What follows belongs to an exercise in optimizing a design on an open flow for small area; a production flow would make more cautious choices.
Only simulation tests tie the RTL to the original design; equivalence was not proved.
Power figures rest on the tool's default switching activity, not on a simulated workload.

## design.v

```verilog
module Sync_To_Count 
 #(parameter TOTAL_COLS = 800,
   parameter TOTAL_ROWS = 525)
  (input            i_Clk,
   input            i_Rst,
   input            i_HSync,
   input            i_VSync, 
   output reg       o_HSync,
   output reg       o_VSync,
   output reg [9:0] o_Col_Count,
   output reg [9:0] o_Row_Count);
   wire w_Frame_Start;
  always @(posedge i_Clk)
  begin
    if (i_Rst)
    begin
      o_VSync <= 0;
      o_HSync <= 0;
    end
    else
    begin
      o_VSync <= i_VSync;
      o_HSync <= i_HSync;
    end
  end
  always @(posedge i_Clk)
  begin
    if (i_Rst || w_Frame_Start == 1'b1)
    begin
      o_Col_Count <= 0;
      o_Row_Count <= 0;
    end
    else
    begin
      if (o_Col_Count == TOTAL_COLS-1)
      begin
        if (o_Row_Count == TOTAL_ROWS-1)
        begin
          o_Row_Count <= 0;
        end
        else
        begin
          o_Row_Count <= o_Row_Count + 1;
        end
        o_Col_Count <= 0;
      end
      else
      begin
        o_Col_Count <= o_Col_Count + 1;
      end
    end
  end
  assign w_Frame_Start = (~o_VSync & i_VSync);
endmodule
module VGA_Sync_Pulses 
 #(parameter TOTAL_COLS  = 800, 
   parameter TOTAL_ROWS  = 525,
   parameter ACTIVE_COLS = 640, 
   parameter ACTIVE_ROWS = 480)
  (input            i_Clk, 
   input            i_Rst,
   output           o_HSync,
   output           o_VSync,
   output reg [9:0] o_Col_Count, 
   output reg [9:0] o_Row_Count
  );  
  always @(posedge i_Clk)
  begin
    if (i_Rst)
    begin
      o_Col_Count <= 0;
      o_Row_Count <= 0;
    end
    else if (o_Col_Count == TOTAL_COLS-1)
    begin
      o_Col_Count <= 0;
      if (o_Row_Count == TOTAL_ROWS-1)
        o_Row_Count <= 0;
      else
        o_Row_Count <= o_Row_Count + 1;
    end
    else
      o_Col_Count <= o_Col_Count + 1;
  end
  assign o_HSync = o_Col_Count < ACTIVE_COLS ? 1'b1 : 1'b0;
  assign o_VSync = o_Row_Count < ACTIVE_ROWS ? 1'b1 : 1'b0;
endmodule
module VGA_Sync_Porch #(parameter VIDEO_WIDTH = 3,   
                        parameter TOTAL_COLS  = 3,   
                        parameter TOTAL_ROWS  = 3,   
                        parameter ACTIVE_COLS = 2,
                        parameter ACTIVE_ROWS = 2)
  (input i_Clk,
   input i_Rst,
   input i_HSync,
   input i_VSync,
   input [VIDEO_WIDTH-1:0] i_Red_Video,
   input [VIDEO_WIDTH-1:0] i_Grn_Video,
   input [VIDEO_WIDTH-1:0] i_Blu_Video,
   output reg o_HSync,
   output reg o_VSync,
   output reg [VIDEO_WIDTH-1:0] o_Red_Video,
   output reg [VIDEO_WIDTH-1:0] o_Grn_Video,
   output reg [VIDEO_WIDTH-1:0] o_Blu_Video
   );
  parameter c_FRONT_PORCH_HORZ = 18;
  parameter c_BACK_PORCH_HORZ  = 50;
  parameter c_FRONT_PORCH_VERT = 10;
  parameter c_BACK_PORCH_VERT  = 33;
  wire w_HSync;
  wire w_VSync;
  wire [9:0] w_Col_Count;
  wire [9:0] w_Row_Count;
  reg [VIDEO_WIDTH-1:0] r_Red_Video;
  reg [VIDEO_WIDTH-1:0] r_Grn_Video;
  reg [VIDEO_WIDTH-1:0] r_Blu_Video;
  Sync_To_Count #(.TOTAL_COLS(TOTAL_COLS),
                  .TOTAL_ROWS(TOTAL_ROWS)) UUT 
  (.i_Clk      (i_Clk),
   .i_Rst      (i_Rst),
   .i_HSync    (i_HSync),
   .i_VSync    (i_VSync),
   .o_HSync    (w_HSync),
   .o_VSync    (w_VSync),
   .o_Col_Count(w_Col_Count),
   .o_Row_Count(w_Row_Count)
  );
  always @(posedge i_Clk)
  begin
    if (i_Rst)
    begin
      o_HSync <= 1'b0;
      o_VSync <= 1'b0;
    end
    else
    begin
    if ((w_Col_Count < c_FRONT_PORCH_HORZ + ACTIVE_COLS) || 
        (w_Col_Count > TOTAL_COLS - c_BACK_PORCH_HORZ - 1))
      o_HSync <= 1'b1;
    else
      o_HSync <= w_HSync;
    if ((w_Row_Count < c_FRONT_PORCH_VERT + ACTIVE_ROWS) ||
        (w_Row_Count > TOTAL_ROWS - c_BACK_PORCH_VERT - 1))
      o_VSync <= 1'b1;
    else
      o_VSync <= w_VSync;
    end
  end
  always @(posedge i_Clk)
  begin
    if (i_Rst)
    begin
      r_Red_Video <= 0;
      r_Grn_Video <= 0;
      r_Blu_Video <= 0;
      o_Red_Video <= 0;
      o_Grn_Video <= 0;
      o_Blu_Video <= 0;
    end
    else
    begin
    r_Red_Video <= i_Red_Video;
    r_Grn_Video <= i_Grn_Video;
    r_Blu_Video <= i_Blu_Video;
    o_Red_Video <= r_Red_Video;
    o_Grn_Video <= r_Grn_Video;
    o_Blu_Video <= r_Blu_Video;
    end
  end
endmodule
module Pong
  #(parameter VIDEO_WIDTH = 3,
   parameter TOTAL_COLS  = 800,
   parameter TOTAL_ROWS  = 525,
   parameter ACTIVE_COLS = 640,
   parameter ACTIVE_ROWS = 480)
  (input       i_Clk,
   input       i_Rst,
   input       i_HSync,
   input       i_VSync,
   input       i_Sw1,
   input       i_Sw2,
   input       i_Sw3,
   input       i_Sw4,
   output reg  o_HSync,
   output reg  o_VSync,
   output reg [VIDEO_WIDTH-1:0] o_Red_Video,
   output reg [VIDEO_WIDTH-1:0] o_Grn_Video,
   output reg [VIDEO_WIDTH-1:0] o_Blu_Video,
   output reg [3:0] o_Game_Test
   );
  wire w_VSync;
  wire w_HSync;
  parameter c_LEFT_PONG_PADDLE_LEFT_SIDE = 18;
  parameter c_LEFT_PONG_PADDLE_RIGHT_SIDE  = 28;
  parameter c_RIGHT_PONG_PADDLE_LEFT_SIDE = 510;
  parameter c_RIGHT_PONG_PADDLE_RIGHT_SIDE  = 520;
  parameter c_PONG_PADDLE_HEIGHT = 48;
  parameter c_BALL_RADIUS = 6;
  reg [9:0] r_Height_Left_Paddle;
  reg [9:0] r_Height_Right_Paddle;
  reg [9:0] r_Ball_X_Coord;
  reg [9:0] r_Ball_Y_Coord;
  reg [27:0] r_Ball_Can_Increment;
  parameter c_INCREMENT_TALLY_MARK = 5;
  parameter c_TALLY_MARK_WIDTH = 2;
  parameter c_TALLY_MARK_TOP_Y_COORD = 10;
  parameter c_TALLY_MARK_BOTTOM_Y_COORD = 20;
  parameter c_PLAYER_1_X_COORD_FIRST_TALLY = 100;
  parameter c_PLAYER_2_X_COORD_FIRST_TALLY = 400; 
  reg [2:0] r_Tally_Player_One;
  reg [2:0] r_Tally_Player_Two;
  reg [3:0] r_4_Increments_Left;
  reg [3:0] r_4_Increments_Right;  
  reg [1:0] r_Ball_Delta_X;
  reg [1:0] r_Ball_Delta_Y;
  wire w_Switch_1;
  wire w_Switch_2;
  wire w_Switch_3;
  wire w_Switch_4;
  reg [23:0] r_Left_Paddle_Can_Move_Up;
  reg [23:0] r_Left_Paddle_Can_Move_Down;
  reg [23:0] r_Right_Paddle_Can_Move_Up;
  reg [23:0] r_Right_Paddle_Can_Move_Down;
  reg [2:0] r_Switch_1_Pressed_3_Times_To_Start_Game;
  reg [1:0] r_Game_Started;
  reg [1:0] r_Freeze_Game;
  reg [3:0] r_Game_Test;
  always @(posedge i_Clk)
    if (i_Rst)
        begin
          r_Height_Left_Paddle <= 100;
          r_Height_Right_Paddle <= 422;
          r_4_Increments_Left <= 0;
          r_4_Increments_Right <= 0;
          r_Left_Paddle_Can_Move_Up <= 0;
          r_Left_Paddle_Can_Move_Down <= 0;
          r_Right_Paddle_Can_Move_Up <= 0;
          r_Right_Paddle_Can_Move_Down <= 0;
          r_Switch_1_Pressed_3_Times_To_Start_Game <= 0;
          r_Game_Started <= 0;
          r_Game_Test <= 0;
        end
    else
    begin 
      if(r_Game_Started == 1 )
        begin
          r_Game_Test <= 4'b1111;
          if(i_Sw1 == 1'b1)
            begin
              r_Left_Paddle_Can_Move_Up <= r_Left_Paddle_Can_Move_Up + 1;
              if(r_Left_Paddle_Can_Move_Up == 250000 && r_Height_Left_Paddle - 4 > 0)
                begin
                  r_Height_Left_Paddle <= r_Height_Left_Paddle - 4;
                  r_Left_Paddle_Can_Move_Up <= 0;
                  if(r_Height_Left_Paddle - 4 <= 0)
                    r_4_Increments_Left <= r_4_Increments_Left + 1;
                end
              else if(r_Left_Paddle_Can_Move_Up > 250000)
              	r_Left_Paddle_Can_Move_Up <= 0;
            end
        end
      else
        begin
          if(r_Switch_1_Pressed_3_Times_To_Start_Game < 3)
            if(i_Sw1 == 1)
              begin
                  begin
                      r_Switch_1_Pressed_3_Times_To_Start_Game <= r_Switch_1_Pressed_3_Times_To_Start_Game + 1;
                    if(r_Switch_1_Pressed_3_Times_To_Start_Game  + 1  == 3'b011)
                          r_Game_Started <= 1'b1;
                  end
              end 
        end  
         if(r_Game_Started == 1)
        begin
          if(i_Sw2 == 1'b1) 
            begin
              r_Left_Paddle_Can_Move_Down <= r_Left_Paddle_Can_Move_Down + 1;
              if(r_Left_Paddle_Can_Move_Down == 250000 && (r_Height_Left_Paddle + c_PONG_PADDLE_HEIGHT + 4) < ACTIVE_ROWS)
                begin
                  r_Height_Left_Paddle <= r_Height_Left_Paddle + 4;
                  r_Left_Paddle_Can_Move_Down <= 0;
                end
              else if(r_Left_Paddle_Can_Move_Down > 250000)
              	r_Left_Paddle_Can_Move_Down <= 0;
            end
        end
          if(i_Sw3 == 1'b1)
            begin
              r_Right_Paddle_Can_Move_Up <= r_Right_Paddle_Can_Move_Up + 1;
              if(r_Right_Paddle_Can_Move_Up == 250000 && r_Height_Right_Paddle - 4 > 0)
                begin
                  r_Height_Right_Paddle <= r_Height_Right_Paddle - 4;
                  r_Right_Paddle_Can_Move_Up <= 0;
                end
              else if(r_Right_Paddle_Can_Move_Up > 250000)
              	r_Right_Paddle_Can_Move_Up <= 0;
            end
		if(r_Game_Started == 1)  
        begin
          if(i_Sw4 == 1'b1) 
            begin
              r_Right_Paddle_Can_Move_Down <= r_Right_Paddle_Can_Move_Down + 1;
              if(r_Right_Paddle_Can_Move_Down == 250000 && (r_Height_Right_Paddle + c_PONG_PADDLE_HEIGHT + 4) < ACTIVE_ROWS)
                begin
                  r_Height_Right_Paddle <= r_Height_Right_Paddle + 4;
                  r_Right_Paddle_Can_Move_Down <= 0;
                end
              else if(r_Right_Paddle_Can_Move_Down > 250000)
              	r_Right_Paddle_Can_Move_Down <= 0;
            end
        end        
    end
  always @(posedge i_Clk)
    if (i_Rst)
        begin
          r_Ball_X_Coord <= 320;
          r_Ball_Y_Coord <= 240;
          r_Ball_Can_Increment <= 0;
          r_Ball_Delta_X <= 1;
          r_Ball_Delta_Y <= 1;
          r_Tally_Player_One <= 0;
          r_Tally_Player_Two <= 0;
          r_Freeze_Game <= 0;
        end
    else
    begin 
      r_Ball_Can_Increment <= r_Ball_Can_Increment + 1;
      if(r_Freeze_Game == 0 && r_Ball_Can_Increment == 100000)
        begin
          r_Ball_Can_Increment <= 0;
          if(r_Ball_Delta_X == 0 && r_Ball_Delta_Y == 0)
            begin
              if((r_Ball_X_Coord - 1 <= c_LEFT_PONG_PADDLE_RIGHT_SIDE && r_Ball_X_Coord - 1 >= c_LEFT_PONG_PADDLE_RIGHT_SIDE - 2) && r_Ball_Y_Coord - 1 !== 0 && r_Ball_Y_Coord >= r_Height_Left_Paddle && r_Ball_Y_Coord - 5 <= r_Height_Left_Paddle + c_PONG_PADDLE_HEIGHT )
                  begin
                    r_Ball_Delta_X <= 1;
                    r_Ball_X_Coord <= r_Ball_X_Coord + 2;
                    r_Ball_Y_Coord <= r_Ball_Y_Coord - 1;
                  end  
              else if(r_Ball_Y_Coord - 1 == 0 && r_Ball_X_Coord - 1 !== c_LEFT_PONG_PADDLE_RIGHT_SIDE)
                  begin
                    r_Ball_Delta_Y <= 1;
                    r_Ball_Y_Coord <= r_Ball_Y_Coord + 1;
                    r_Ball_X_Coord <= r_Ball_X_Coord - 2;
                  end
                else if((r_Ball_X_Coord - 1 <= c_LEFT_PONG_PADDLE_RIGHT_SIDE && r_Ball_X_Coord - 1 >= c_LEFT_PONG_PADDLE_RIGHT_SIDE - 2) && r_Ball_Y_Coord - 1 == 0 && r_Ball_Y_Coord >= r_Height_Left_Paddle && r_Ball_Y_Coord - 5 <= r_Height_Left_Paddle + c_PONG_PADDLE_HEIGHT)
                  begin
                    r_Ball_Delta_X <= 1;
                    r_Ball_Delta_Y <= 1;
                    r_Ball_X_Coord <= r_Ball_X_Coord + 2;
                    r_Ball_Y_Coord <= r_Ball_Y_Coord + 1;
                  end
                  else
                    begin
                      r_Ball_X_Coord <= r_Ball_X_Coord - 2;
                      r_Ball_Y_Coord <= r_Ball_Y_Coord - 1;
                    end
            end
          if(r_Ball_Delta_X == 1 && r_Ball_Delta_Y == 0)
            begin
              if((r_Ball_X_Coord + 1 >= c_RIGHT_PONG_PADDLE_LEFT_SIDE && r_Ball_X_Coord + 1 <= c_RIGHT_PONG_PADDLE_LEFT_SIDE + 2) && r_Ball_Y_Coord - 1 !== 0 && r_Ball_Y_Coord >= r_Height_Right_Paddle && r_Ball_Y_Coord - 5 <= r_Height_Right_Paddle + c_PONG_PADDLE_HEIGHT )
                  begin
                    r_Ball_Delta_X <= 0;
                    r_Ball_X_Coord <= r_Ball_X_Coord - 2;
                    r_Ball_Y_Coord <= r_Ball_Y_Coord - 1;
                  end  
              else if(r_Ball_Y_Coord - 1 == 0 && r_Ball_X_Coord + 1 !== c_RIGHT_PONG_PADDLE_LEFT_SIDE)
                  begin
                    r_Ball_Delta_Y <= 1;
                    r_Ball_X_Coord <= r_Ball_X_Coord + 2;
                    r_Ball_Y_Coord <= r_Ball_Y_Coord + 1;
                  end
              else if((r_Ball_X_Coord - 1 >= c_RIGHT_PONG_PADDLE_LEFT_SIDE && r_Ball_X_Coord - 1 <= c_RIGHT_PONG_PADDLE_LEFT_SIDE + 2) && r_Ball_Y_Coord - 1 == 0 && r_Ball_Y_Coord >= r_Height_Right_Paddle && r_Ball_Y_Coord - 5 <= r_Height_Right_Paddle + c_PONG_PADDLE_HEIGHT)
                  begin
                    r_Ball_Delta_X <= 0;
                    r_Ball_Delta_Y <= 1;
                    r_Ball_X_Coord <= r_Ball_X_Coord - 2;
                    r_Ball_Y_Coord <= r_Ball_Y_Coord + 1;
                  end
                else
                    begin
                      r_Ball_X_Coord <= r_Ball_X_Coord + 2;
                      r_Ball_Y_Coord <= r_Ball_Y_Coord - 1;
                    end  
            end
          if(r_Ball_Delta_X == 0 && r_Ball_Delta_Y == 1)
            begin
              if((r_Ball_X_Coord - 1 <= c_LEFT_PONG_PADDLE_RIGHT_SIDE && r_Ball_X_Coord - 1 >= c_LEFT_PONG_PADDLE_RIGHT_SIDE - 2) && r_Ball_Y_Coord + 1 !== ACTIVE_ROWS && r_Ball_Y_Coord >= r_Height_Left_Paddle && r_Ball_Y_Coord - 5 <= r_Height_Left_Paddle + c_PONG_PADDLE_HEIGHT )
                  begin
                    r_Ball_Delta_X <= 1;
                    r_Ball_X_Coord <= r_Ball_X_Coord + 2;
                    r_Ball_Y_Coord <= r_Ball_Y_Coord + 1;
                  end  
              else if(r_Ball_Y_Coord + 1 == ACTIVE_ROWS && r_Ball_X_Coord - 1 !== c_LEFT_PONG_PADDLE_RIGHT_SIDE)
                  begin
                    r_Ball_Delta_Y <= 0;
                    r_Ball_X_Coord <= r_Ball_X_Coord - 2;
                    r_Ball_Y_Coord <= r_Ball_Y_Coord - 1;
                  end
                else if((r_Ball_X_Coord - 1 <= c_LEFT_PONG_PADDLE_RIGHT_SIDE && r_Ball_X_Coord - 1 >= c_LEFT_PONG_PADDLE_RIGHT_SIDE - 2) && r_Ball_Y_Coord + 1 == ACTIVE_ROWS && r_Ball_Y_Coord >= r_Height_Left_Paddle && r_Ball_Y_Coord - 5 <= r_Height_Left_Paddle + c_PONG_PADDLE_HEIGHT)
                  begin
                    r_Ball_Delta_X <= 1;
                    r_Ball_Delta_Y <= 0;
                    r_Ball_X_Coord <= r_Ball_X_Coord + 2;
                    r_Ball_Y_Coord <= r_Ball_Y_Coord - 1;
                  end
                else
                    begin
                      r_Ball_X_Coord <= r_Ball_X_Coord - 2;
                      r_Ball_Y_Coord <= r_Ball_Y_Coord + 1;
                    end  
            end
          if(r_Ball_Delta_X == 1 && r_Ball_Delta_Y == 1)
            begin
              if((r_Ball_X_Coord + 2 >= c_RIGHT_PONG_PADDLE_LEFT_SIDE && r_Ball_X_Coord + 2 <= c_RIGHT_PONG_PADDLE_LEFT_SIDE + 2) && r_Ball_Y_Coord + 1 !== ACTIVE_ROWS && r_Ball_Y_Coord >= r_Height_Right_Paddle && r_Ball_Y_Coord - 5 <= r_Height_Right_Paddle + c_PONG_PADDLE_HEIGHT )
                  begin
                    r_Ball_Delta_X <= 0;
                    r_Ball_X_Coord <= r_Ball_X_Coord - 2;
                    r_Ball_Y_Coord <= r_Ball_Y_Coord + 1;
                  end  
              else if(r_Ball_Y_Coord + 1 == ACTIVE_ROWS && r_Ball_X_Coord + 1 !== c_RIGHT_PONG_PADDLE_LEFT_SIDE)
                  begin
                    r_Ball_Delta_Y <= 0;
                    r_Ball_X_Coord <= r_Ball_X_Coord + 2;
                    r_Ball_Y_Coord <= r_Ball_Y_Coord - 1;
                  end
              else if((r_Ball_X_Coord + 2 <= c_LEFT_PONG_PADDLE_RIGHT_SIDE && r_Ball_X_Coord + 2 >= c_LEFT_PONG_PADDLE_RIGHT_SIDE - 2) && r_Ball_Y_Coord + 1 == ACTIVE_ROWS && r_Ball_Y_Coord >= r_Height_Right_Paddle && r_Ball_Y_Coord - 5 <= r_Height_Right_Paddle + c_PONG_PADDLE_HEIGHT)
                  begin
                    r_Ball_Delta_X <= 0;
                    r_Ball_Delta_Y <= 0;
                    r_Ball_X_Coord <= r_Ball_X_Coord - 2;
                    r_Ball_Y_Coord <= r_Ball_Y_Coord - 1;
                  end
                else
                    begin
                      r_Ball_X_Coord <= r_Ball_X_Coord + 2;
                      r_Ball_Y_Coord <= r_Ball_Y_Coord + 1;
                    end  
            end
          if(r_Ball_X_Coord == 0 || r_Ball_X_Coord == ACTIVE_COLS)
            begin
              if(r_Ball_X_Coord == 0) 
               	begin
              		r_Tally_Player_Two <= r_Tally_Player_Two + 1;
                  if(r_Tally_Player_Two + 1 == 5)
                    begin
                      r_Tally_Player_One <= 0;   
                      r_Tally_Player_Two <= 0;
                      r_Ball_X_Coord <= 320;
  					         r_Ball_Y_Coord <= 240;
                      r_Ball_Delta_X <= 0;
	                  r_Ball_Delta_Y <= 0;
                    end
                  else
                    begin
                      r_Ball_X_Coord <= 320;
  					  r_Ball_Y_Coord <= 240;
                      r_Ball_Delta_X <= 0;
	                  r_Ball_Delta_Y <= 0;
                    end
                end
              else if(r_Ball_X_Coord ==  ACTIVE_COLS)
                begin
                  r_Tally_Player_One <= r_Tally_Player_One + 1;
                  if(r_Tally_Player_One + 1 == 5)
                    begin
                      r_Tally_Player_One <= 0;   
                      r_Tally_Player_Two <= 0;
                      r_Ball_X_Coord <= 320;
  					  r_Ball_Y_Coord <= 240;
                      r_Ball_Delta_X <= 1;
                      r_Ball_Delta_Y <= 0;
                    end
                  else
                    begin
                      r_Ball_X_Coord <= 320;
  					  r_Ball_Y_Coord <= 240;
                      r_Ball_Delta_X <= 1;
	                  r_Ball_Delta_Y <= 0;
                    end
                end
            end 
       end
    end
  wire [VIDEO_WIDTH-1:0] Pattern_Red[0:15];
  wire [VIDEO_WIDTH-1:0] Pattern_Grn[0:15];
  wire [VIDEO_WIDTH-1:0] Pattern_Blu[0:15];
  wire [9:0] w_Col_Count;
  wire [9:0] w_Row_Count;
  wire [6:0] w_Bar_Width;
  wire [2:0] w_Bar_Select;
  Sync_To_Count #(.TOTAL_COLS(TOTAL_COLS),
                  .TOTAL_ROWS(TOTAL_ROWS))
  UUT (.i_Clk      (i_Clk),
       .i_Rst      (i_Rst),
       .i_HSync    (i_HSync),
       .i_VSync    (i_VSync),
       .o_HSync    (w_HSync),
       .o_VSync    (w_VSync),
       .o_Col_Count(w_Col_Count),
       .o_Row_Count(w_Row_Count)
      );
  always @(posedge i_Clk)
  begin
    if (i_Rst)
    begin
      o_VSync <= 0;
      o_HSync <= 0;
    end
    else
    begin
    o_VSync <= w_VSync;
    o_HSync <= w_HSync;
    end
  end
  assign Pattern_Red[0] = 
    (((c_LEFT_PONG_PADDLE_LEFT_SIDE - 1) <= w_Col_Count && w_Col_Count <= (c_LEFT_PONG_PADDLE_RIGHT_SIDE - 1) )  && ( (w_Row_Count - 5 >= r_Height_Left_Paddle) && w_Row_Count - 5 <= (r_Height_Left_Paddle + c_PONG_PADDLE_HEIGHT)))                   
    ||  (((c_RIGHT_PONG_PADDLE_LEFT_SIDE - 1) <= w_Col_Count && w_Col_Count <= (c_RIGHT_PONG_PADDLE_RIGHT_SIDE - 1) )  && ( (w_Row_Count - 5 >= r_Height_Right_Paddle) && w_Row_Count - 5 <= (r_Height_Right_Paddle + c_PONG_PADDLE_HEIGHT)))
    	|| (
          (w_Col_Count == r_Ball_X_Coord && w_Row_Count == r_Ball_Y_Coord) 
        || (w_Col_Count == r_Ball_X_Coord - 1 && w_Row_Count == r_Ball_Y_Coord) 
        || (w_Col_Count == r_Ball_X_Coord + 1 && w_Row_Count == r_Ball_Y_Coord) 
        || (w_Col_Count == r_Ball_X_Coord && w_Row_Count == r_Ball_Y_Coord - 1)
        || (w_Col_Count == r_Ball_X_Coord && w_Row_Count == r_Ball_Y_Coord + 1) 
        || (w_Col_Count == r_Ball_X_Coord - 1 && w_Row_Count == r_Ball_Y_Coord + 1) 
        || (w_Col_Count == r_Ball_X_Coord + 1 && w_Row_Count == r_Ball_Y_Coord + 1) 
        || (w_Col_Count == r_Ball_X_Coord - 1 && w_Row_Count == r_Ball_Y_Coord - 1)
        || (w_Col_Count == r_Ball_X_Coord + 1 && w_Row_Count == r_Ball_Y_Coord - 1) 
        || (r_Tally_Player_One >= 1 && w_Col_Count >= c_PLAYER_1_X_COORD_FIRST_TALLY && w_Col_Count <= (c_PLAYER_1_X_COORD_FIRST_TALLY + c_TALLY_MARK_WIDTH)  && c_TALLY_MARK_TOP_Y_COORD <= w_Row_Count && w_Row_Count <= c_TALLY_MARK_BOTTOM_Y_COORD)  
        || (r_Tally_Player_One >= 2 && w_Col_Count >= (1*c_INCREMENT_TALLY_MARK) + c_PLAYER_1_X_COORD_FIRST_TALLY && w_Col_Count <= (1*c_INCREMENT_TALLY_MARK) + (c_PLAYER_1_X_COORD_FIRST_TALLY + c_TALLY_MARK_WIDTH)  && c_TALLY_MARK_TOP_Y_COORD <= w_Row_Count && w_Row_Count <= c_TALLY_MARK_BOTTOM_Y_COORD)   
        || (r_Tally_Player_One >= 3 && w_Col_Count >= (2*c_INCREMENT_TALLY_MARK) + c_PLAYER_1_X_COORD_FIRST_TALLY && w_Col_Count <= (2*c_INCREMENT_TALLY_MARK) + (c_PLAYER_1_X_COORD_FIRST_TALLY + c_TALLY_MARK_WIDTH)  && c_TALLY_MARK_TOP_Y_COORD <= w_Row_Count && w_Row_Count <= c_TALLY_MARK_BOTTOM_Y_COORD)   
        || (r_Tally_Player_One >= 4 && w_Col_Count >= (3*c_INCREMENT_TALLY_MARK) + c_PLAYER_1_X_COORD_FIRST_TALLY && w_Col_Count <= (3*c_INCREMENT_TALLY_MARK) + (c_PLAYER_1_X_COORD_FIRST_TALLY + c_TALLY_MARK_WIDTH)  && c_TALLY_MARK_TOP_Y_COORD <= w_Row_Count && w_Row_Count <= c_TALLY_MARK_BOTTOM_Y_COORD)
        || (r_Tally_Player_Two >= 1 && w_Col_Count >= c_PLAYER_2_X_COORD_FIRST_TALLY && w_Col_Count <= (c_PLAYER_2_X_COORD_FIRST_TALLY + c_TALLY_MARK_WIDTH)  && c_TALLY_MARK_TOP_Y_COORD <= w_Row_Count && w_Row_Count <= c_TALLY_MARK_BOTTOM_Y_COORD)  
        || (r_Tally_Player_Two >= 2 && w_Col_Count >= (1*c_INCREMENT_TALLY_MARK) + c_PLAYER_2_X_COORD_FIRST_TALLY && w_Col_Count <= (1*c_INCREMENT_TALLY_MARK) + (c_PLAYER_2_X_COORD_FIRST_TALLY + c_TALLY_MARK_WIDTH)  && c_TALLY_MARK_TOP_Y_COORD <= w_Row_Count && w_Row_Count <= c_TALLY_MARK_BOTTOM_Y_COORD)   
        || (r_Tally_Player_Two >= 3 && w_Col_Count >= (2*c_INCREMENT_TALLY_MARK) + c_PLAYER_2_X_COORD_FIRST_TALLY && w_Col_Count <= (2*c_INCREMENT_TALLY_MARK) + (c_PLAYER_2_X_COORD_FIRST_TALLY + c_TALLY_MARK_WIDTH)  && c_TALLY_MARK_TOP_Y_COORD <= w_Row_Count && w_Row_Count <= c_TALLY_MARK_BOTTOM_Y_COORD)   
        || (r_Tally_Player_Two >= 4 && w_Col_Count >= (3*c_INCREMENT_TALLY_MARK) + c_PLAYER_2_X_COORD_FIRST_TALLY && w_Col_Count <= (3*c_INCREMENT_TALLY_MARK) + (c_PLAYER_2_X_COORD_FIRST_TALLY + c_TALLY_MARK_WIDTH)  && c_TALLY_MARK_TOP_Y_COORD <= w_Row_Count && w_Row_Count <= c_TALLY_MARK_BOTTOM_Y_COORD)     
           )
   ?
                          {VIDEO_WIDTH{1'b1}} : 0;
  assign Pattern_Grn[0] = Pattern_Red[0];
  assign Pattern_Blu[0] = Pattern_Red[0];
  always @(posedge i_Clk)
  begin
    if (i_Rst)
      begin
        o_Red_Video <= 0;
        o_Grn_Video <= 0;
        o_Blu_Video <= 0;
        o_Game_Test <= 0;
      end
    else if(r_Game_Started == 1)
      begin
        o_Red_Video <= Pattern_Red[0];
        o_Grn_Video <= Pattern_Grn[0];
        o_Blu_Video <= Pattern_Blu[0];
        o_Game_Test <= r_Game_Test;
      end
  end
endmodule
module Pong_Top
  (input  i_Clk,        
   input  i_Rst,        
   input i_Switch_1,
   input i_Switch_2,
   input i_Switch_3,
   input i_Switch_4,
   output o_VGA_HSync,
   output o_VGA_VSync,
   output [2:0] o_VGA_Red,
   output [2:0] o_VGA_Grn,
   output [2:0] o_VGA_Blu,
   output [3:0] o_Game_Test,
   output o_LED_1,
   output o_LED_2,
   output o_LED_3,
   output o_LED_4
   );
  parameter c_VIDEO_WIDTH = 3;
  parameter c_TOTAL_COLS  = 800;
  parameter c_TOTAL_ROWS  = 525;
  parameter c_ACTIVE_COLS = 640;
  parameter c_ACTIVE_ROWS = 480;
  wire [c_VIDEO_WIDTH-1:0] w_Red_Video_TP, w_Red_Video_Porch;
  wire [c_VIDEO_WIDTH-1:0] w_Grn_Video_TP, w_Grn_Video_Porch;
  wire [c_VIDEO_WIDTH-1:0] w_Blu_Video_TP, w_Blu_Video_Porch;
  wire w_HSync_Start, w_VSync_Start;
  wire w_HSync_TP, w_VSync_TP;
  wire w_HSync_Porch, w_VSync_Porch;
  wire [3:0] w_Game_Test;
  wire [3:0] w_Switch = {i_Switch_4, i_Switch_3, i_Switch_2, i_Switch_1};
  reg  [3:0] r_Switch;
  reg  [3:0] r_Signal_Switch;
  reg  [3:0] r_LED;
  always @(posedge i_Clk)
    begin
      if (i_Rst)
        begin
          r_Switch        <= 4'b0000;
          r_Signal_Switch <= 4'b0000;
          r_LED           <= 4'b0000;
        end
      else
        begin
          r_Switch        <= w_Switch;
          r_Signal_Switch <= w_Switch & r_Switch;
          r_LED           <= r_LED ^ (w_Switch & r_Switch);
        end
    end
  assign o_LED_1 = r_LED[0];
  assign o_LED_2 = r_LED[1];
  assign o_LED_3 = r_LED[2];
  assign o_LED_4 = r_LED[3];
  VGA_Sync_Pulses #(.TOTAL_COLS(c_TOTAL_COLS),
                    .TOTAL_ROWS(c_TOTAL_ROWS),
                    .ACTIVE_COLS(c_ACTIVE_COLS),
                    .ACTIVE_ROWS(c_ACTIVE_ROWS)) VGA_Sync_Pulses_Inst
  (.i_Clk(i_Clk),
   .i_Rst(i_Rst),
   .o_HSync(w_HSync_Start),
   .o_VSync(w_VSync_Start),
   .o_Col_Count(),
   .o_Row_Count()
  );
  Pong  #(.VIDEO_WIDTH(c_VIDEO_WIDTH),
          .TOTAL_COLS(c_TOTAL_COLS),
          .TOTAL_ROWS(c_TOTAL_ROWS),
          .ACTIVE_COLS(c_ACTIVE_COLS),
          .ACTIVE_ROWS(c_ACTIVE_ROWS))
  Test_Pattern_Gen_Inst
   (.i_Clk(i_Clk),
    .i_Rst(i_Rst),
    .i_HSync(w_HSync_Start),
    .i_VSync(w_VSync_Start),
    .i_Sw1(r_Signal_Switch[0]),
    .i_Sw2(r_Signal_Switch[1]),
    .i_Sw3(r_Signal_Switch[2]),
    .i_Sw4(r_Signal_Switch[3]),
    .o_HSync(w_HSync_TP),
    .o_VSync(w_VSync_TP),
    .o_Red_Video(w_Red_Video_TP),
    .o_Grn_Video(w_Grn_Video_TP),
    .o_Blu_Video(w_Blu_Video_TP),
    .o_Game_Test(w_Game_Test)
    );
  VGA_Sync_Porch  #(.VIDEO_WIDTH(c_VIDEO_WIDTH),
                    .TOTAL_COLS(c_TOTAL_COLS),
                    .TOTAL_ROWS(c_TOTAL_ROWS),
                    .ACTIVE_COLS(c_ACTIVE_COLS),
                    .ACTIVE_ROWS(c_ACTIVE_ROWS))
  VGA_Sync_Porch_Inst
   (.i_Clk(i_Clk),
    .i_Rst(i_Rst),
    .i_HSync(w_HSync_TP),
    .i_VSync(w_VSync_TP),
    .i_Red_Video(w_Red_Video_TP),
    .i_Grn_Video(w_Grn_Video_TP),
    .i_Blu_Video(w_Blu_Video_TP),
    .o_HSync(w_HSync_Porch),
    .o_VSync(w_VSync_Porch),
    .o_Red_Video(w_Red_Video_Porch),
    .o_Grn_Video(w_Grn_Video_Porch),
    .o_Blu_Video(w_Blu_Video_Porch)
    );
  assign o_VGA_HSync = w_HSync_Porch;
  assign o_VGA_VSync = w_VSync_Porch;
  assign o_VGA_Red   = w_Red_Video_Porch;
  assign o_VGA_Grn   = w_Grn_Video_Porch;
  assign o_VGA_Blu   = w_Blu_Video_Porch;
  assign o_Game_Test = w_Game_Test;
endmodule
```

## run.sh

```bash
#!/bin/bash
# synth_recipe.tcl (not shown) runs the flow's synth.tcl, then flattens the netlist and writes it again
# the make line also repeats each setting of config.mk as NAME=value (left out here)
make -C /OpenROAD-flow-scripts/flow DESIGN_CONFIG=/design/flow/config.mk WORK_HOME=/design/flow/orfs CLKGATE_MAP_FILE= SYNTH_SCRIPT=/design/flow/synth_recipe.tcl finish
```

## config.mk

```make
export PLATFORM = sky130hd
export DESIGN_NAME = Pong_Top
export DESIGN_NICKNAME = Pong_Top
export VERILOG_FILES = /design/flow/design.v
export SDC_FILE = /design/flow/constraint.sdc
export NUM_CORES = 4
export LEC_CHECK = 0
export CAP_MARGIN = 20
export CORE_MARGIN = 2
export CORE_UTILIZATION = 40
export SLEW_MARGIN = 20
```

## constraint.sdc

```tcl
create_clock -name core_clock -period 20.0 [get_ports {i_Clk}]
set_input_delay 4.0000 -clock core_clock [delete_from_list [all_inputs] [get_ports {i_Clk}]]
set_output_delay 4.0000 -clock core_clock [all_outputs]
set_load 0.01 [all_outputs]
```

==> flow_summary.yaml <==
status:
  result_of_the_run: "complete, no violations"
sta:
  setup_repair_after_global_routing_missed_its_margin: "no"
  report.final.slew_viol_count: 0
  post-route-worst-setup-slack_ps: 14190
  setup_viol: 0
  report.final.hold_viol_count: 0
  finalSetupTns_ps: 0
  timing.clock.skew_ps: 23.2
  slew_at_the_pin_closest_to_its_max_slew_limit_ps: 971
  final.min_clock_period_ps: 5810
  maxSlewHeadroom_pct: 34.7
  final.period_utilization_pct: 29.1
  fmax_mhz: 172
route:
  met3_routed_length_um: 2370
  detailroute.via_count: 15500
  first_pass_iters: 6
  maxUsedRoutingLayer: "met4"
  routed_wl_um: 43500
  drcViolationCount: 0
  routedLengthMet1_um: 20300
  avgRoutedWirePerCell_um: 15.8
  route.detailed.vias_per_inst: 5.64
  ant_nets: 0
  detailedRoute.firstIterationViolations: 1033
  route.met2.wl_um: 19500
setup_path:
  criticalPathCategory: "in -> reg"
  timing.critical_path.to_type: "flip-flop"
  cp-endpoint: "VGA_Sync_Porch_Inst.UUT.o_Row_Count[2]"
  depth_of_the_most_critical_reg_to_reg_path: 16
  timing.critical_path.from_type: "primary input"
  r2r_start: "Test_Pattern_Gen_Inst.r_Ball_Y_Coord[0]"
  worstReg2RegEnd: "Test_Pattern_Gen_Inst.r_Ball_X_Coord[5]"
  regToRegSetupSlack_ps: 15170
  launch_point_of_the_critical_path: "i_Rst"
  req_time_crit_path_ps: 20450
  cp_max_fo: 60
  timing.critical_path.arrival_ps: 6260
placement:
  pre_cts_ws_ps: 13490
  dpl.hpwl_um: 30600
  port-buffer-count: 24
  gp_congestion: 0.925
yosys:
  seq_area_frac_synth_pct: 29.8
  synth_cells: 2209
  synth_area_leader_cell: "sky130_fd_sc_hd__dfxtp_1"
  synth-seq-cells: 258
  synth_enable_flop_cells: 0
  postSynth.topFlopCell: "sky130_fd_sc_hd__dfxtp_1"
  yosysUniqueCellTypes: 99
  synth_nets: 2337
  synthesis.area_sq_um: 17400
  post_synth_main_area_contributors: "sky130_fd_sc_hd__dfxtp_1 30%, sky130_fd_sc_hd__ha_1 8.8%, sky130_fd_sc_hd__nor2_1 6.5%"
  postSynth.asyncResetShare_pct: 0
  ys.warnings.count: 5
  synth.top_cell.area_share_pct: 29.8
  mean_area_per_synthesized_cell_sq_um: 7.86
  synthTopCellsByCount: "299 x sky130_fd_sc_hd__nor2_1, 258 x sky130_fd_sc_hd__dfxtp_1, 140 x sky130_fd_sc_hd__nand2_1"
  post-synth-top-count-cell: "sky130_fd_sc_hd__nor2_1"
clock_network:
  cts_tree: "yes"
  clock_tree.htree_level_count: 1
  worstSkewPairLatency_ps: 590
  cts-root-buf: "sky130_fd_sc_hd__clkbuf_16"
  cts_inserted_buffers: 29
  tritoncts_num_sinks: 258
  postCtsHoldBufs: 0
  clkTransAtPathRegs_ps: 60
  clock_path_buffers: 3
  cts_repair_resize_count: 0
  cts.repair_timing.setup_buffer_count: 0
power:
  leakage_uw: 0.00696
  power_per_cell_area_nw_per_um2: 58.6
  ir_worst_vdd_mv: 0.0673
floorplanning:
  dieHeight_um: 212
  floorplan_core_area_sq_um: 43000
  placement_rows: 76
  die_w_um: 212
  initial_core_util_pct: 40.4
  ios: 25
  die_area_sq_um: 45100
grt:
  grt_start_max_net_pins: 61
  gr-usage-all-layers_pct: 19.0
  gr-total-overflow: 0
  grt_antenna_before_repair: 0
  grt_pass1_wl_um: 72000
  first_global_vias: 14600
cells_and_area:
  diodes: 0
  drive_above_1_share_pct: 4.70
  nets: 2277
  synthToLayoutAreaGrowth_pct: 8.70
min_path:
  min-delay-path-class: "reg -> reg"
flow_run:
  drv_cap: 0
per-stage QoR:
step                      total power [uW]  hold WS (ps)  util (%)  cells  instance area, sq um
after floorplan                        554           414         -   2209                 17400
final                                 1100           439      43.9   2757                 18900
after CTS                             1120           446      43.9   2757                 18900
after global placement                 563           428      41.6   2703                 17900
after detailed placement               564           428      41.6   2703                 17900
after global routing                  1150           462      43.9   2757                 18900
kinds of logic after synthesis:
kind of cell	synth area share [%]
DFF	29.8
adders and majority gates	8.80
and+or+nand+nor	28.1
muxes	1.46
xor gates and xnor gates	9.49
buffers and inverters	5.26
AOI/OAI and AO/OA	17.2
cell usage in the layout (no fill, tap or decap), drive strengths merged, types with 10 or more instances in the layout:
master	instances
nand4	50
xor2	95
a211o	13
a211oi	24
a31oi	27
a311oi	17
nand2	140
nor4b	10
ha	122
and2	36
and3	56
nand3	99
clkbuf	33
nor3	71
dfxtp	258
o21a	15
clkinv	11
nor4	32
nor2b	30
inv	90
or3	19
a22oi	10
nand2b	37
o211ai	11
clkdlybuf4s50	23
or4	15
buf	17
a21o	15
nor3b	17
xnor2	93
a21oi	108
o21ai	101
mux2i	23
nor2	300
routing by layer:
| metal | vias up | GRT usage [%] |
|---|---|---|
| li1 | 7745 | - |
| met1 | 7277 | 26.0 |
| met2 | 435 | 31.0 |
| met3 | 89 | 2.38 |
| met4 | 0 | 6.12 |
| met5 | - | 0 |
flip-flops by register name, summed over array words and instances (netlist names), 4 cells and up, named ones only:
name / cells
VGA_Sync_Pulses_Inst.o_Col_Count: 10
r_Switch: 4
VGA_Sync_Porch_Inst.UUT.o_Col_Count: 10
Test_Pattern_Gen_Inst.UUT.o_Row_Count: 10
Test_Pattern_Gen_Inst.r_Ball_Y_Coord: 10
VGA_Sync_Porch_Inst.UUT.o_Row_Count: 10
Test_Pattern_Gen_Inst.r_Height_Right_Paddle: 8
Test_Pattern_Gen_Inst.UUT.o_Col_Count: 10
Test_Pattern_Gen_Inst.r_Ball_Can_Increment: 28
r_LED: 4
Test_Pattern_Gen_Inst.r_Right_Paddle_Can_Move_Down: 24
VGA_Sync_Pulses_Inst.o_Row_Count: 10
Test_Pattern_Gen_Inst.r_Ball_X_Coord: 9
Test_Pattern_Gen_Inst.r_Left_Paddle_Can_Move_Down: 24
Test_Pattern_Gen_Inst.r_Height_Left_Paddle: 8
r_Signal_Switch: 4
Test_Pattern_Gen_Inst.r_Left_Paddle_Can_Move_Up: 24
Test_Pattern_Gen_Inst.r_Right_Paddle_Can_Move_Up: 24
critical path, stage by stage:
cell and delay (ps):
sky130_fd_sc_hd__buf_4 190, sky130_fd_sc_hd__buf_4 530, sky130_fd_sc_hd__buf_4 630, sky130_fd_sc_hd__a21o_1 250, sky130_fd_sc_hd__nor2_1 100, sky130_fd_sc_hd__nor2_1 430, sky130_fd_sc_hd__nor2_1 110
final cells by class:
cell class | count | area (sq um)
Clock buffer | 33 | 761
Clock inverter | 21 | 230
Fill cell | 4346 | 24100
Inverter | 88 | 330
Multi-Input combinational cell | 1732 | 11300
Sequential cell | 258 | 5160
Tap cell | 585 | 732
Timing Repair Buffer | 40 | 358
worst min-delay path by stage:
stage	slack [ps]	to	depth (start not counted)	start
5_1_grt	460	VGA_Sync_Porch_Inst.UUT.o_HSync	1	Test_Pattern_Gen_Inst.o_HSync
6_report	440	VGA_Sync_Porch_Inst.UUT.o_HSync	1	Test_Pattern_Gen_Inst.o_HSync
4_1_cts	450	VGA_Sync_Porch_Inst.UUT.o_HSync	1	Test_Pattern_Gen_Inst.o_HSync
3_5_place_dp	430	VGA_Sync_Porch_Inst.UUT.o_HSync	1	Test_Pattern_Gen_Inst.o_HSync
3_3_place_gp	430	VGA_Sync_Porch_Inst.UUT.o_HSync	1	Test_Pattern_Gen_Inst.o_HSync
2_1_floorplan	410	Test_Pattern_Gen_Inst.o_HSync	1	Test_Pattern_Gen_Inst.UUT.o_HSync
where the power goes:
group          total (uW)  switching, uW  leakage [uW]  internal (uW)
Clock                 552            236      0.000476            316
Sequential            522           4.12       0.00208            518
Combinational        30.6           19.3       0.00440           11.2
Total                1100            259       0.00696            845

## static timing again, ports no longer ideal
The results above use ideal ports. As a check the final layout listed here was re-extracted and re-timed, cells and wires unchanged. Step 1: set_driving_cell puts a clkbuf_16 on i_Clk and a buf_2 on each other input, an assumption about the parent block. Step 2 moves the port delays by t, midway between the first and last clock arrival at a register: inputs arrive t later, outputs are due t later. That takes back most of the time a late clock gives input paths. a / b / c = ideal ports / drivers / drivers and shift; a / b = the first two.
t (ns): 0.629
setup WS [ns]: 14.189 / 14.218 / 13.589
hold WS [ns]: 0.439 / 0.439 / 0.439
clock arrival spread, ns: 0.023 / 0.024
worst slew at a driven data input, ns: 0.03
After both steps setup and hold are still met in this run. For this run, drivers alone change the setup slack by +0.029 ns; drivers and shift together by -0.600 ns.
